Background: an optimization exercise with open tools, aiming at small area, a short achievable clock period and few clock cycles per item. Do not read the settings as production practice.
Function was checked by simulation only, so behaviour that the tests miss may differ from the original.

==> flow/design.v (outline; a module is shown in full before it is edited, if it fits) <==
// module Det: 1938 lines
// module fa: 6 lines
// module ha: 6 lines
module Det (clock, reset, go, readAddress, writeAddress,
            WE, readbus, writebus, overflow, finished);
  // ...
==> flow/run.sh <==
#!/bin/bash
# synth_recipe.tcl (not shown) runs the flow's synth.tcl, then flattens the netlist and writes it again
# the make line also repeats each setting of config.mk as NAME=value (left out here)
make -C /OpenROAD-flow-scripts/flow DESIGN_CONFIG=/design/flow/config.mk WORK_HOME=/design/flow/orfs CLKGATE_MAP_FILE= SYNTH_SCRIPT=/design/flow/synth_recipe.tcl finish
==> flow/config.mk <==
export PLATFORM = sky130hd
export DESIGN_NAME = Det
export DESIGN_NICKNAME = Det
export VERILOG_FILES = /design/flow/design.v
export SDC_FILE = /design/flow/constraint.sdc
export NUM_CORES = 4
export LEC_CHECK = 0
export CAP_MARGIN = 20
export CORE_MARGIN = 2
export CORE_UTILIZATION = 40
export SLEW_MARGIN = 20
export SYNTH_HIERARCHICAL = 1
==> flow/constraint.sdc <==
create_clock -name core_clock -period 15.0 [get_ports {clock}]
set_input_delay 3.0000 -clock core_clock [delete_from_list [all_inputs] [get_ports {clock}]]
set_output_delay 3.0000 -clock core_clock [all_outputs]
set_load 0.01 [all_outputs]
==> reports/results.txt, run 1 <==
DR top layer: met4
Synth warn: 7
Syn Area/Cell: 9.56 µm²
Rel. slew slack: 0.299
Design area: 0.0268 mm²
Startpoint Class: register
Initial detailed-routing violation count: 2249
Proportion of synthesized chip area in sequential cells: 0.153
Setup crit end kind: register
Rows: 91
Final #Nets: 2977
GR Overflow Total: 0
Fmax: 142 MHz
Fin worst setup slack: 7.94 ns
Ports: 84
WP buf/inv: 0
Setup WS pre-CTS: 8.06 ns
Routed Antenna Nets: 0
Crit path max-delay family: adder cells
Share of post-route cells with drive strength above 1: 0.0465
Number of synthesized register bits: 184
WHS Endpoint: pA
WL met2: 36.5 mm
Ranking of synthesized cells by area: fa_1 (27%), xnor2_1 (16%), dfxtp_1 (13%)
Max-cap violations: 0
Count of pins over their slew limit: 0
Initial antenna violation count: 1
Buffers, non-clock: 127
Compound-gate portion of the synthesized area: 0.196
Status: timing/DRC/antenna clean
Share of the synthesized area in the top cell type: 0.269
Gr usage total: 0.254
Dominant cell type by area after synthesis: fa_1
Mapped cell area: 0.0251 mm²
# fillers: 5925
Crit Path Class: reg -> reg
Met1 Use GR: 0.371
# DRC: 0
Prevailing post-synth register cell: dfxtp_1
Testbench counts, summed over its fixed seeds: cycles 5,128, dets 320.
==> run 2, diff against run 1 <==
--- a/flow/config.mk
+++ b/flow/config.mk
@@ -5,6 +5,7 @@
 export SDC_FILE = /design/flow/constraint.sdc
 export NUM_CORES = 4
 export LEC_CHECK = 0
+export ABC_CLOCK_PERIOD_IN_PS = 5000
 export CAP_MARGIN = 20
 export CORE_MARGIN = 2
 export CORE_UTILIZATION = 40
==> reports/results.txt, run 2 <==
Startpoint Class: register (unchanged)
Vias/cell: 6.10 (unchanged)
Clk sinks: 184 (unchanged)
# DRC: 0 (unchanged)
Dominant cell type by area after synthesis: fa_1 (unchanged)
Post-synth EDFFs: 16 (unchanged)
Synth warn: 7 (unchanged)
Most frequent cell after synthesis: xnor2_1 (unchanged)
Worst Hold Margin: 0.460 ns (unchanged)
Clock Skew: 0.0187 ns (unchanged)
Crit Path Class: reg -> reg (unchanged)
Starting Density: 0.406 (unchanged)
Vias in the first global route: 21100 (unchanged)
Unrepaired setup endpoints after global routing: no (unchanged)
Endpoints failing setup: 0 (unchanged)
Clk slew on worst S/H paths: 0.08 ns (about the same)
Core ar.: 0.0618 mm² (unchanged)
Critical path, cell by cell: a22oi_1 > xnor2_1 > fa_1 > fa_1 > fa_1 > fa_1 > ha_1 > nor2b_1 > fa_1 > fa_1 > ha_1 > a21o_1 > a21o_1 > a21o_1 > a31o_2 > or4b_1 > o21bai_1 > xnor2_1 > o21ai_1 (unchanged)
Placer congestion estimate: 0.942 (unchanged)
Rows: 91 (unchanged)
Max-cap violations: 0 (unchanged)
Ports: 84 (unchanged)
Routed via count: 20300 (unchanged)
Gr usage total: 0.254 (unchanged)
DRT Pass-1 Iters: 6 (unchanged)
Unique cell type count in the Yosys netlist: 64 (unchanged)
CTS max path bufs: 2 (unchanged)
Placed cell area: 0.0261 mm² (unchanged)
Rel. slew slack: 0.299 (unchanged)
WP buf/inv: 0 (unchanged)
Crit path max-delay family: adder cells (unchanged)
Most common cell after layout, fill and taps aside: xnor2_1 (unchanged)
Most frequent cells in the layout: xnor2_1 (454), a22oi_1 (385), fa_1 (337), dfxtp_1 (160), nand2_1 (148) (unchanged)
Number of synthesized register bits: 184 (unchanged)
Min-Delay Path Class: reg -> reg (unchanged)
Share of post-route cells with drive strength above 1: 0.0465 (unchanged)
GR Overflow Total: 0 (unchanged)
# hold bufs at CTS: 0 (unchanged)
CTS tree: done (unchanged)
Mapped cell area: 0.0251 mm² (unchanged)
Area grow syn2layout: 6.70% (unchanged)
Final design utilization: 0.433 (unchanged)
Post-Route WL: 81.7 mm (unchanged)
Setup Buffers After CTS: 0 (unchanged)
# fillers: 5925 (unchanged)
Final setup TNS: 0 ns (unchanged)
TritonCTS buffer count: 17 (unchanged)
Critical path's slowest cell: dfxtp_1 (unchanged)
Setup crit end kind: register (unchanged)
ANT cells: 0 (unchanged)
Synthesized instance count: 2622 (unchanged)
Count of pins over their slew limit: 0 (unchanged)
IO Port Bufs: 72 (unchanged)
Design area: 0.0268 mm² (unchanged)
WL/cell: 24.5 µm (unchanged)
DP HPWL: 59.2 mm (unchanged)
Initial antenna violation count: 1 (unchanged)
Proportion of synthesized chip area in sequential cells: 0.153 (unchanged)
Req. time, crit path: 15.33 ns (about the same)
First-pass GRT wire length: 127 mm (unchanged)
Crit path max fanout: 19 (unchanged)
Final hold viol count: 0 (unchanged)
DIE HEIGHT: 254 µm (unchanged)
Final period util: 0.471 (unchanged)
Clock latency at the later pin of the worst-skew pair: 0.46 ns (about the same)
Post_cts resized: 0 (unchanged)
Syn Area/Cell: 9.56 µm² (unchanged)
Crit path largest cell delay: 1.02 ns (about the same)
Initial detailed-routing violation count: 2249 (unchanged)
Fin crit period: 7.06 ns (unchanged)
Root Buffer: clkbuf_16 (unchanged)
Prevailing post-synth register cell: dfxtp_1 (unchanged)
Final #Nets: 2977 (unchanged)
Routed Antenna Nets: 0 (unchanged)
Die W: 254 µm (unchanged)
Slew @ Worst Pin: 1.05 ns (unchanged)
H-tree levels: 4 (unchanged)
Worst Path Arrival: 7.39 ns (about the same)
Asr flop ratio synth: 0 (unchanged)
Most used cell, CP: fa_1 (unchanged)
Share of the synthesized area in the top cell type: 0.269 (unchanged)
Post-synth top cells: xnor2_1 (454), a22oi_1 (385), fa_1 (337) (unchanged)
Fmax: 142 MHz (unchanged)
Largest net degree at the start of global routing: 82 (unchanged)
Status: timing/DRC/antenna clean (unchanged)
Ranking of synthesized cells by area: fa_1 (27%), xnor2_1 (16%), dfxtp_1 (13%) (unchanged)
Die footprint: 0.0647 mm² (unchanged)
## run 2: final timing paths
check          from     end  slack (ns)  cells after the start
max          F1[16]  F2[31]        7.94                     19
min              pC      pA        0.46                      2
max reg2reg  F1[16]  F2[31]        7.94                     19
min reg2reg      pC      pA        0.46                      2
## run 2: per-module statistics from Yosys (local to each module, per instance)
module  cell area, µm²  times used
fa                20.0         336
Det              17600           1
ha                12.5          62
## run 2: cells by family (layout without fill, tap and decap cells)
logic type | Yosys count | after routing | synth area share
compound gates | 719 | 719 | 0.196
xor+xnor | 483 | 483 | 0.169
fa+ha+maj | 463 | 463 | 0.332
flops | 184 | 184 | 0.153
simple gates | 411 | 411 | 0.0821
other cells | 2 | 11 | 0.000299
mux | 44 | 44 | 0.0178
buf+inv | 316 | 177 | 0.0493
## run 2: cell type report
| class | count | area, µm² | share of cell area |
|---|---|---|---|
| Multi-Input combinational cell | 2131 | 20000 | 0.749 |
| Timing Repair Buffer | 127 | 1130 | 0.0424 |
| Sequential cell | 184 | 3860 | 0.144 |
| Clock inverter | 15 | 194 | 0.00725 |
| Inverter | 18 | 67.6 | 0.00253 |
| Clock buffer | 17 | 425 | 0.0159 |
| Tap cell | 837 | 1050 | 0.0391 |
## run 2: tightest hold or removal path, cell delays in order (launching register included)
cell	delay, ns
dfxtp_1	0.32
nand2_1	0.05
a21oi_1	0.05
## run 2: per-layer routing
layer  wire length (µm)  global-route usage  vias to the layer above
li1                   -                   -                     8785
met5                  0                   0                        -
met2              36500               0.389                     1088
met3               6270              0.0369                      133
met1              37400               0.371                    10300
met4               1530              0.0741                        0
## run 2: stage by stage
| stage | worst slack (ns) | instances |
|---|---|---|
| 2_1_floorplan | 8.41 | 2631 |
| 3_3_place_gp | 8.18 | 3297 |
| 3_5_place_dp | 8.06 | 3297 |
| 4_1_cts | 8.05 | 3329 |
| 5_1_grt | 7.73 | 3329 |
| 6_report | 7.94 | 3329 |
==> run 3, diff against run 2 <==
==> flow/flow/run.sh (new file) <==
#!/bin/bash
# Standard ORFS layout, with repair_timing aiming for extra setup slack
# (the clock period and constraints are the design's own).
set -euo pipefail
export SETUP_SLACK_MARGIN=${FLOW_SETUP_MARGIN:-10}
bash standard.sh > standard.log 2>&1
==> flow/standard.sh (new file) <==
#!/bin/bash
# synth_recipe.tcl (not shown) runs the flow's synth.tcl, then flattens the netlist and writes it again
# the make line also repeats each setting of config.mk as NAME=value (left out here)
make -C /OpenROAD-flow-scripts/flow DESIGN_CONFIG=/design/flow/config.mk WORK_HOME=/design/flow/orfs CLKGATE_MAP_FILE= SYNTH_SCRIPT=/design/flow/synth_recipe.tcl "${@:-finish}"
--- a/flow/config.mk
+++ b/flow/config.mk
@@ -5,7 +5,6 @@
 export SDC_FILE = /design/flow/constraint.sdc
 export NUM_CORES = 4
 export LEC_CHECK = 0
-export ABC_CLOCK_PERIOD_IN_PS = 5000
 export CAP_MARGIN = 20
 export CORE_MARGIN = 2
 export CORE_UTILIZATION = 40
removed: flow/run.sh
==> reports/results.txt, run 3 <==
Status: timing/DRC/antenna clean (unchanged)
Most common cell after layout, fill and taps aside: xnor2_1 (unchanged)
Dominant cell type by area after synthesis: fa_1 (unchanged)
ANT cells: 0 (unchanged)
Vias in the first global route: 22100 (was 21100)
H-tree levels: 4 (unchanged)
Ports: 84 (unchanged)
WL/cell: 26.8 µm (was 24.5 µm)
Rows: 91 (unchanged)
Area grow syn2layout: 23.4% (was 6.70%)
Unrepaired setup endpoints after global routing: yes (was no)
IO Port Bufs: 72 (unchanged)
DIE HEIGHT: 254 µm (unchanged)
Placer congestion estimate: 0.975 (was 0.942)
Slew @ Worst Pin: 0.883 ns (was 1.05 ns)
Req. time, crit path: 15.36 ns (was 15.33 ns)
TritonCTS buffer count: 17 (unchanged)
Clock latency at the later pin of the worst-skew pair: 0.50 ns (was 0.46 ns)
Mapped cell area: 0.0251 mm² (unchanged)
CTS tree: done (unchanged)
Root Buffer: clkbuf_16 (unchanged)
CTS max path bufs: 2 (unchanged)
Min-Delay Path Class: reg -> reg (unchanged)
Post-synth top cells: xnor2_1 (454), a22oi_1 (385), fa_1 (337) (unchanged)
First-pass GRT wire length: 139 mm (was 127 mm)
# DRC: 0 (unchanged)
Synthesized instance count: 2622 (unchanged)
Fin crit period: 6.25 ns (was 7.06 ns)
Largest net degree at the start of global routing: 78 (was 82)
Post-synth EDFFs: 16 (unchanged)
Placed cell area: 0.0263 mm² (was 0.0261 mm²)
Clk slew on worst S/H paths: 0.10 ns (was 0.08 ns)
Die footprint: 0.0647 mm² (unchanged)
Vias/cell: 6.15 (was 6.10)
DRT Pass-1 Iters: 6 (unchanged)
WHS Endpoint: OP2[0] (was pA)
Initial detailed-routing violation count: 2227 (was 2249)
Proportion of synthesized chip area in sequential cells: 0.153 (unchanged)
Share of the synthesized area in the top cell type: 0.269 (unchanged)
Design area: 0.0309 mm² (was 0.0268 mm²)
Share of post-route cells with drive strength above 1: 0.238 (was 0.0465)
Most used cell, CP: fa_1 (unchanged)
Routed via count: 21400 (was 20300)
Final setup TNS: 0 ns (unchanged)
Worst Path Arrival: 6.61 ns (was 7.39 ns)
Setup crit end kind: register (unchanged)
Post-Route WL: 93.2 mm (was 81.7 mm)
Mux contribution to synthesized area: 0.0178 (unchanged)
Critical path's slowest cell: fa_1 (was dfxtp_1)
Fmax: 160 MHz (was 142 MHz)
GR Overflow Total: 0 (unchanged)
Number of synthesized register bits: 184 (unchanged)
Most frequent cells in the layout: xnor2_1 (433), a22oi_1 (340), fa_1 (296), nand2_1 (141), buf_4 (124) (was xnor2_1 (454), a22oi_1 (385), fa_1 (337), dfxtp_1 (160), nand2_1 (148))
Ranking of synthesized cells by area: fa_1 (27%), xnor2_1 (16%), dfxtp_1 (13%) (unchanged)
Gr usage total: 0.287 (was 0.254)
Final #Nets: 3129 (was 2977)
Clock Skew: 0.0217 ns (was 0.0187 ns)
Final hold viol count: 0 (unchanged)
Hold path startpoint: P[16] (was pC)
DP HPWL: 62.0 mm (was 59.2 mm)
Simple-gate portion of the synthesized area: 0.0821 (unchanged)
Startpoint Class: register (unchanged)
Initial antenna violation count: 1 (unchanged)
Count of pins over their slew limit: 0 (unchanged)
Clk sinks: 184 (unchanged)
Post-synthesis adder-cell area fraction: 0.332 (unchanged)
Hold Path Depth: 2 (unchanged)
Unique cell type count in the Yosys netlist: 64 (unchanged)
# hold bufs at CTS: 0 (unchanged)
Routed Antenna Nets: 0 (unchanged)
Critical path, cell by cell: buf_4 > a22oi_2 > xnor2_2 > fa_1 > fa_2 > fa_1 > fa_1 > ha_2 > nor2b_4 > fa_1 > fa_1 > ha_4 > a21o_1 > a21o_1 > a21o_1 > a31o_4 > or4b_4 > o21bai_1 > xnor2_1 > o21ai_1 (was a22oi_1 > xnor2_1 > fa_1 > fa_1 > fa_1 > fa_1 > ha_1 > nor2b_1 > fa_1 > fa_1 > ha_1 > a21o_1 > a21o_1 > a21o_1 > a31o_2 > or4b_1 > o21bai_1 > xnor2_1 > o21ai_1)
Endpoints failing setup: 0 (unchanged)
Syn Area/Cell: 9.56 µm² (unchanged)
Max-cap violations: 0 (unchanged)
FF-to-FF End: F2[31] (unchanged)
Crit Path Class: reg -> reg (unchanged)
Most frequent cell after synthesis: xnor2_1 (unchanged)
Largest family of logic cells by synthesized area: adder cells (unchanged)
Synth warn: 7 (unchanged)
Crit path largest cell delay: 0.57 ns (was 1.02 ns)
Rel. slew slack: 0.410 (was 0.299)
Starting Density: 0.406 (unchanged)
Compound-gate portion of the synthesized area: 0.196 (unchanged)
Die W: 254 µm (unchanged)
Core ar.: 0.0618 mm² (unchanged)
Reg-to-reg setup timing slack: 8.75 ns (was 7.94 ns)
XOR/XNOR Fraction of Synth Area: 0.169 (unchanged)
Prevailing post-synth register cell: dfxtp_1 (unchanged)
Worst R2R Start: F1[8] (was F1[16])
Asr flop ratio synth: 0 (unchanged)
Final period util: 0.417 (was 0.471)
FF-to-FF path depth: 20 (was 19)
Crit path max fanout: 7 (was 19)
==> run 3: cell type report <==
cell class              count  area (µm²)
flip-flops and latches    184        4070
inverters                  18        67.6
fillers                  5498       30900
repair buffers            279        3180
multi-input cells        2131       21900
clock buffers              17         425
clock inverters            15         236
well taps                 837        1050
==> run 3: metal layers <==
| metal | up-vias | track usage | share of wire |
|---|---|---|---|
| met3 | 235 | 0.0553 | 0.081 |
| met2 | 1168 | 0.460 | 0.47 |
| li1 | 9121 | - | - |
| met5 | - | 0 | 0 |
| met1 | 10900 | 0.371 | 0.40 |
| met4 | 0 | 0.141 | 0.051 |
==> run 3: metrics by stage <==
| stage | instances | hold WS (ns) | worst slack, ns | utilization |
|---|---|---|---|---|
| global placement | 3286 | 0.454 | 7.96 | 0.425 |
| finish | 3481 | 0.508 | 8.75 | 0.500 |
| global route | 3481 | 0.524 | 8.60 | 0.500 |
| detailed placement | 3287 | 0.473 | 8.00 | 0.425 |
| floorplan | 2631 | 0.428 | 8.97 | - |
| CTS | 3430 | 0.503 | 8.80 | 0.483 |
==> run 3: kinds of logic (layout without fill, tap and decap cells) <==
logic type / Yosys count / count (layout)
mux: 44 / 44
xor+xnor: 483 / 483
simple gates: 411 / 411
compound gates: 719 / 719
buf+inv: 316 / 329
other cells: 2 / 11
flops: 184 / 184
fa+ha+maj: 463 / 463
==> run 3: worst max-delay path by stage <==
stage	start	endpoint	slack, ns	depth (start not counted)
2_1_floorplan	F1[17]	F2[31]	8.97	21
3_3_place_gp	OP2[3]	F2[27]	7.96	19
3_5_place_dp	OP2[4]	F2[27]	8.00	19
4_1_cts	OP1[3]	F2[31]	8.80	19
5_1_grt	OP2[0]	F2[27]	8.60	21
6_report	F1[8]	F2[31]	8.75	20
==> run 3: timing repair <==
item / 4_1_cts / 5_1_grt
setup buffers: 99 / 50
setup endpoints to repair: 81 / 56
cloned: 12 / 1
resized for setup: 430 / 127
pin swaps: 115 / 112
==> run 3: critical path: cells and delay by family (launching register included) <==
family / cells / cell delay, ns
AO/OA/AOI/OAI: 7 / 1.24
XOR/XNOR: 2 / 0.29
adder cells (fa/ha/maj): 8 / 3.39
buffers and inverters: 1 / 0.17
flip-flops: 1 / 0.40
AND/OR/NAND/NOR: 2 / 0.60
==> run 3: Yosys stat by module, one instance, submodules excluded <==
module	flops+latches	cell area, µm²
fa	0	20.0
ha	0	12.5
Det	184	17600
==> run 4, diff against run 3 <==
==> flow/flow/run.sh (replaced) <==
#!/bin/bash
# Standard ORFS layout, with repair_timing aiming for extra setup slack
# (the clock period and constraints are the design's own).
set -euo pipefail
export SETUP_SLACK_MARGIN=${FLOW_SETUP_MARGIN:-9.5}
bash standard.sh > standard.log 2>&1
==> reports/results.txt, run 4 <==
Share of the synthesized area in the top cell type: 0.269 (unchanged)
Final setup TNS: 0 ns (unchanged)
# hold bufs at CTS: 0 (unchanged)
Routed Antenna Nets: 0 (unchanged)
Ports: 84 (unchanged)
Proportion of synthesized chip area in sequential cells: 0.153 (unchanged)
Req. time, crit path: 15.35 ns (was 15.36 ns)
TritonCTS buffer count: 17 (unchanged)
First-pass GRT wire length: 134 mm (was 139 mm)
Area grow syn2layout: 17.1% (was 23.4%)
Dominant cell type by area after synthesis: fa_1 (unchanged)
Clk sinks: 184 (unchanged)
GR Overflow Total: 0 (unchanged)
Initial detailed-routing violation count: 2102 (was 2227)
Post-synth EDFFs: 16 (unchanged)
Placed cell area: 0.0262 mm² (was 0.0263 mm²)
Mux contribution to synthesized area: 0.0178 (unchanged)
Fin cells: 3416 (was 3481)
Placer congestion estimate: 0.929 (was 0.975)
DIE HEIGHT: 254 µm (unchanged)
Crit Path Class: reg -> reg (unchanged)
Worst Path Arrival: 6.60 ns (was 6.61 ns)
Min-Delay Path Class: reg -> reg (unchanged)
Most frequent cell after synthesis: xnor2_1 (unchanged)
DR top layer: met4 (unchanged)
Largest net degree at the start of global routing: 181 (was 78)
Setup crit end kind: register (unchanged)
Prevailing post-synth register cell: dfxtp_1 (unchanged)
Fmax: 160 MHz (about the same)
Status: timing/DRC/antenna clean (unchanged)
Worst Hold Margin: 0.469 ns (was 0.508 ns)
Mapped cell area: 0.0251 mm² (unchanged)
Compound-gate portion of the synthesized area: 0.196 (unchanged)
FF-to-FF path depth: 20 (unchanged)
Unique cell type count in the Yosys netlist: 64 (unchanged)
H-tree levels: 4 (unchanged)
Gr usage total: 0.274 (was 0.287)
Startpoint Class: register (unchanged)
WL met2: 42.5 mm (was 43.6 mm)
Post-synthesis adder-cell area fraction: 0.332 (unchanged)
Area occupied by registers: 0.00405 mm² (was 0.00407 mm²)
Crit path max fanout: 10 (was 7)
IO Port Bufs: 72 (unchanged)
Most frequent cells in the layout: xnor2_1 (438), a22oi_1 (348), fa_1 (299), nand2_1 (142), a21oi_1 (104) (was xnor2_1 (433), a22oi_1 (340), fa_1 (296), nand2_1 (141), buf_4 (124))
Core ar.: 0.0618 mm² (unchanged)
Routed via count: 21000 (was 21400)
Final hold viol count: 0 (unchanged)
DP HPWL: 58.8 mm (was 62.0 mm)
DRT Pass-1 Iters: 6 (unchanged)
Share of post-route cells with drive strength above 1: 0.178 (was 0.238)
Final #Nets: 3063 (was 3129)
Post-synth top cells: xnor2_1 (454), a22oi_1 (385), fa_1 (337) (unchanged)
Rel. slew slack: 0.448 (was 0.410)
Number of synthesized register bits: 184 (unchanged)
Largest family of logic cells by synthesized area: adder cells (unchanged)
Clock latency at the later pin of the worst-skew pair: 0.48 ns (was 0.50 ns)
Unrepaired setup endpoints after global routing: yes (unchanged)
Die footprint: 0.0647 mm² (unchanged)
Root Buffer: clkbuf_16 (unchanged)
Hold Path Depth: 2 (unchanged)
Slew @ Worst Pin: 0.827 ns (was 0.883 ns)
CTS tree: done (unchanged)
Metal3 WL: 7.27 mm (was 7.52 mm)
Vias in the first global route: 21800 (was 22100)
Rows: 91 (unchanged)
Endpoints failing setup: 0 (unchanged)
Met1 Wirelength: 35.0 mm (was 37.4 mm)
Asr flop ratio synth: 0 (unchanged)
Clock Skew: 0.0206 ns (was 0.0217 ns)
Synth warn: 7 (unchanged)
Most common cell after layout, fill and taps aside: xnor2_1 (unchanged)
Vias/cell: 6.14 (was 6.15)
Clk slew on worst S/H paths: 0.07 ns (was 0.10 ns)
Fin crit period: 6.25 ns (about the same)
Placed Cells: 3292 (was 3287)
Initial antenna violation count: 1 (unchanged)
Design area: 0.0294 mm² (was 0.0309 mm²)
Area occupied by multi-input gates: 0.0212 mm² (was 0.0219 mm²)
# fillers: 5720 (was 5498)
CTS max path bufs: 2 (unchanged)
Post-Route WL: 88.5 mm (was 93.2 mm)
Ranking of synthesized cells by area: fa_1 (27%), xnor2_1 (16%), dfxtp_1 (13%) (unchanged)
WL/cell: 25.9 µm (was 26.8 µm)
Simple-gate portion of the synthesized area: 0.0821 (unchanged)
Final period util: 0.417 (about the same)
Count of pins over their slew limit: 0 (unchanged)
Die W: 254 µm (unchanged)
XOR/XNOR Fraction of Synth Area: 0.169 (unchanged)
# DRC: 0 (unchanged)
Max-cap violations: 0 (unchanged)
Synthesized instance count: 2622 (unchanged)
Starting Density: 0.406 (unchanged)
Syn Area/Cell: 9.56 µm² (unchanged)
-- run 4: worst paths after layout --
check          from  slack, ns     end
max          OP2[3]       8.75  F2[31]
min           P[16]       0.47  OP2[0]
max reg2reg  OP2[3]       8.75  F2[31]
min reg2reg   P[16]       0.47  OP2[0]
-- run 4: worst max-delay path, stage by stage (launching register included) --
cell and delay [ns]:
dfxtp_4 0.39, buf_12 0.16, a22oi_1 0.24, xnor2_1 0.17, fa_2 0.50, fa_2 0.39
fa_2 0.55, fa_1 0.43, ha_1 0.22, nor2b_2 0.18, fa_1 0.51, fa_1 0.42
ha_2 0.24, a21o_1 0.18, a21o_1 0.18, a21o_1 0.20, a31o_4 0.27, or4b_1 0.50
o21bai_1 0.18, xnor2_1 0.13, o21ai_1 0.07
-- run 4: metal layers --
metal	up-vias	GRT usage
li1	8990	-
met1	10700	0.351
met2	1105	0.454
met3	220	0.0530
met4	0	0.115
met5	-	0
-- run 4: what timing repair did --
item | in CTS | in global routing
buffers inserted | 55 | 25
gates resized for setup | 310 | 107
cloned | 11 | 0
pin swaps | 66 | 53
setup endpoints to repair | 53 | 47
-- run 4: cells by family after synthesis --
kind of cell    count (synthesis)
flops                         184
mux                            44
buf+inv                       316
fa+ha+maj                     463
simple gates                  411
xor+xnor                      483
other cells                     2
compound gates                719
-- run 4: per-stage QoR --
| step | worst slack [ns] | utilization |
|---|---|---|
| 2_1_floorplan | 8.97 | - |
| 3_3_place_gp | 8.09 | 0.424 |
| 3_5_place_dp | 8.06 | 0.424 |
| 4_1_cts | 8.81 | 0.464 |
| 5_1_grt | 8.52 | 0.475 |
| 6_report | 8.75 | 0.475 |
-- run 4: per-module statistics from Yosys, one instance, submodules excluded --
module,flops+latches,cells,copies in the design,cell area (µm²)
Det,184,2224,1,17600
fa,0,1,336,20.0
ha,0,1,62,12.5
-- run 4: final cells by class --
type                       count  share of cell area
inverter                      18             0.00230
multi-input combinational   2131               0.721
timing repair buffer         213              0.0831
tap                          837              0.0357
antenna                        1           0.0000852
clock inverter                13             0.00460
clock buffer                  19              0.0154
sequential                   184               0.138
==> run 5, diff against run 4 <==
==> flow/flow/run.sh (replaced) <==
#!/bin/bash
# Standard ORFS layout, with repair_timing aiming for extra setup slack
# (the clock period and constraints are the design's own).
set -euo pipefail
export SETUP_SLACK_MARGIN=${FLOW_SETUP_MARGIN:-8.5}
bash standard.sh > standard.log 2>&1
==> reports/results.txt, run 5 <==
Status: timing/DRC/antenna clean (unchanged)
Final #Nets: 2991 (was 3063)
Dominant cell type by area after synthesis: fa_1 (unchanged)
Crit Path Class: reg -> reg (unchanged)
H-tree levels: 4 (unchanged)
CTS max path bufs: 2 (unchanged)
Most common cell after layout, fill and taps aside: xnor2_1 (unchanged)
Critical path, cell by cell: buf_12 > a22oi_1 > xnor2_1 > fa_1 > fa_1 > fa_1 > fa_1 > ha_1 > nor2b_2 > fa_1 > fa_1 > ha_2 > a21o_1 > a21o_1 > a21o_1 > a31o_2 > or4b_1 > o21bai_1 > xnor2_1 > o21ai_1 (was buf_12 > a22oi_1 > xnor2_1 > fa_2 > fa_2 > fa_2 > fa_1 > ha_1 > nor2b_2 > fa_1 > fa_1 > ha_2 > a21o_1 > a21o_1 > a21o_1 > a31o_4 > or4b_1 > o21bai_1 > xnor2_1 > o21ai_1)
Crit path to: F2[31] (unchanged)
Final period util: 0.429 (was 0.417)
Syn Area/Cell: 9.56 µm² (unchanged)
Root Buffer: clkbuf_16 (unchanged)
Max-cap violations: 0 (unchanged)
Proportion of synthesized chip area in sequential cells: 0.153 (unchanged)
Ports: 84 (unchanged)
Routed Antenna Nets: 0 (unchanged)
Vias/cell: 6.21 (was 6.14)
Fmax: 155 MHz (was 160 MHz)
# DRC: 0 (unchanged)
TritonCTS buffer count: 17 (unchanged)
Post-synth top cells: xnor2_1 (454), a22oi_1 (385), fa_1 (337) (unchanged)
Startpoint Class: register (unchanged)
Req. time, crit path: 15.33 ns (was 15.35 ns)
Placer congestion estimate: 0.927 (was 0.929)
Unrepaired setup endpoints after global routing: yes (unchanged)
Min-Delay Path Class: reg -> reg (unchanged)
Slew @ Worst Pin: 0.847 ns (was 0.827 ns)
Clk sinks: 184 (unchanged)
Count of pins over their slew limit: 0 (unchanged)
Mapped cell area: 0.0251 mm² (unchanged)
Most frequent cells in the layout: xnor2_1 (453), a22oi_1 (372), fa_1 (328), nand2_1 (147), a21oi_1 (117) (was xnor2_1 (438), a22oi_1 (348), fa_1 (299), nand2_1 (142), a21oi_1 (104))
Setup crit end kind: register (unchanged)
Critical path depth: 20 (unchanged)
Gr usage total: 0.254 (was 0.274)
Die W: 254 µm (unchanged)
Rel. slew slack: 0.434 (was 0.448)
IO Port Bufs: 72 (unchanged)
Fin worst setup slack: 8.57 ns (was 8.75 ns)
CTS tree: done (unchanged)
Post-synth EDFFs: 16 (unchanged)
Design area: 0.0278 mm² (was 0.0294 mm²)
Initial antenna violation count: 5 (was 1)
Number of synthesized register bits: 184 (unchanged)
FF-to-FF End: F2[31] (unchanged)
Starting Density: 0.406 (unchanged)
Clk slew on worst S/H paths: 0.08 ns (was 0.07 ns)
Endpoints failing setup: 0 (unchanged)
WP buf/inv: 1 (unchanged)
Area grow syn2layout: 10.8% (was 17.1%)
Worst R2R Start: OP2[0] (was OP2[3])
Share of the synthesized area in the top cell type: 0.269 (unchanged)
FF-to-FF path depth: 20 (unchanged)
Most used cell, CP: fa_1
Rows: 91 (unchanged)
Die footprint: 0.0647 mm² (unchanged)
Largest net degree at the start of global routing: 118 (was 181)
Crit path largest cell delay: 0.57 ns (was 0.55 ns)
WL/cell: 25.7 µm (was 25.9 µm)
Clock latency at the later pin of the worst-skew pair: 0.46 ns (was 0.48 ns)
Crit path max-delay family: adder cells (unchanged)
Prevailing post-synth register cell: dfxtp_1 (unchanged)
DRT Pass-1 Iters: 7 (was 6)
Routed via count: 20800 (was 21000)
Synthesized instance count: 2622 (unchanged)
Initial detailed-routing violation count: 2600 (was 2102)
Placed cell area: 0.0261 mm² (was 0.0262 mm²)
Critical path's slowest cell: fa_1 (was fa_2)
Share of post-route cells with drive strength above 1: 0.0962 (was 0.178)
GR Overflow Total: 0 (unchanged)
Clock Skew: 0.0122 ns (was 0.0206 ns)
Setup WS pre-CTS: 8.03 ns (was 8.06 ns)
Asr flop ratio synth: 0 (unchanged)
Final hold viol count: 0 (unchanged)
Worst Path Arrival: 6.76 ns (was 6.60 ns)
DP HPWL: 59.2 mm (was 58.8 mm)
Unique cell type count in the Yosys netlist: 64 (unchanged)
Synth warn: 7 (unchanged)
Post-Route WL: 86.0 mm (was 88.5 mm)
Most frequent cell after synthesis: xnor2_1 (unchanged)
Core ar.: 0.0618 mm² (unchanged)
# fillers: 5807 (was 5720)
First-pass GRT wire length: 127 mm (was 134 mm)
Vias in the first global route: 21300 (was 21800)
Ranking of synthesized cells by area: fa_1 (27%), xnor2_1 (16%), dfxtp_1 (13%) (unchanged)
Fin crit period: 6.43 ns (was 6.25 ns)
Final setup TNS: 0 ns (unchanged)
Reg-to-reg setup timing slack: 8.57 ns (was 8.75 ns)
Worst Setup SP: OP2[0] (was OP2[3])
Crit path max fanout: 16 (was 10)
DIE HEIGHT: 254 µm (unchanged)
[run 5: worst min path at each step]
| stage | start | endpoint | slack [ns] | cells after the start |
|---|---|---|---|---|
| after global placement | pC | pA | 0.44 | 2 |
| after floorplan | P[16] | OP2[0] | 0.43 | 2 |
| after global routing | pC | pA | 0.48 | 2 |
| after detailed placement | pC | pA | 0.44 | 2 |
| after CTS | pC | pA | 0.45 | 2 |
| final | pC | pA | 0.46 | 2 |
[run 5: per-module statistics from Yosys, one instance, submodules excluded]
module  cell area, µm²  flip-flops and latches
fa                20.0                       0
ha                12.5                       0
Det              17600                     184
[run 5: cell type report]
type                    instances  area [µm²]  area share
diodes                          2        5.00    0.000180
clock buffers                  17         425      0.0153
clock inverters                15         196     0.00707
inverters                      18        67.6     0.00243
multi-input cells            2131       20300       0.731
flip-flops and latches        184        4040       0.145
well taps                     837        1050      0.0377
repair buffers                141        1710      0.0615
[run 5: logic make-up after synthesis]
logic type	count (synthesis)	share of synthesized area
fa+ha+maj	463	0.332
simple gates	411	0.0821
other cells	2	0.000299
xor+xnor	483	0.169
compound gates	719	0.196
mux	44	0.0178
flops	184	0.153
buf+inv	316	0.0493
[run 5: through the flow]
step	utilization	hold slack, ns	std cells
3_3_place_gp	0.423	0.439	3297
3_5_place_dp	0.423	0.440	3297
5_1_grt	0.449	0.483	3343
2_1_floorplan	-	0.428	2631
4_1_cts	0.438	0.454	3331
6_report	0.449	0.456	3345
[run 5: timing repair]
| item | CTS | global route |
|---|---|---|
| endpoints found under the setup margin | 21 | 16 |
| cloned | 1 | 9 |
| gates resized for setup | 112 | 125 |
| hold buffers | 0 | 0 |
| pin swaps | 1 | 12 |
| buffers inserted | 1 | 3 |
[run 5: worst reg2reg max path, delay by kind of cell, from the launching register on]
family | cells | cell delay [ns]
xor gates and xnor gates | 2 | 0.27
adders and majority gates | 8 | 3.40
DFF | 1 | 0.39
buffers and inverters | 1 | 0.17
AOI/OAI and AO/OA | 7 | 1.43
and+or+nand+nor | 2 | 0.68
[run 5: layer usage]
metal  track usage  share of wire  wire length, µm
met5             0              0                0
met4        0.0689          0.026             2220
met3        0.0426          0.095             8150
met2         0.391           0.45            38500
met1         0.369           0.43            37200

[re-timing with driven ports]
The results above use ideal ports. As a check the final layouts listed here were re-extracted and re-timed, cells and wires unchanged. Step 1: set_driving_cell puts a clkbuf_16 on clock and a buf_2 on each other input, an assumption about the parent block. Step 2 times the ports against the registers' clock, not the clock port: input delays grow and output delays shrink by t, the midpoint of the rising clock arrivals with the driver on. Three values: ideal ports, drivers, drivers and shift; two values: the first two.
run	t (ns)	slack for setup (ns)	worst setup path at the end
run 1	0.506	7.935 / 7.935 / 7.935	register to register
run 2	0.506	7.935 / 7.935 / 7.935	register to register
run 3	0.550	8.748 / 8.748 / 8.748	register to register
run 4	0.526	8.746 / 8.746 / 8.746	register to register
run 5	0.508	8.565 / 8.565 / 8.565	register to register
After both steps setup and hold are still met in every run listed.
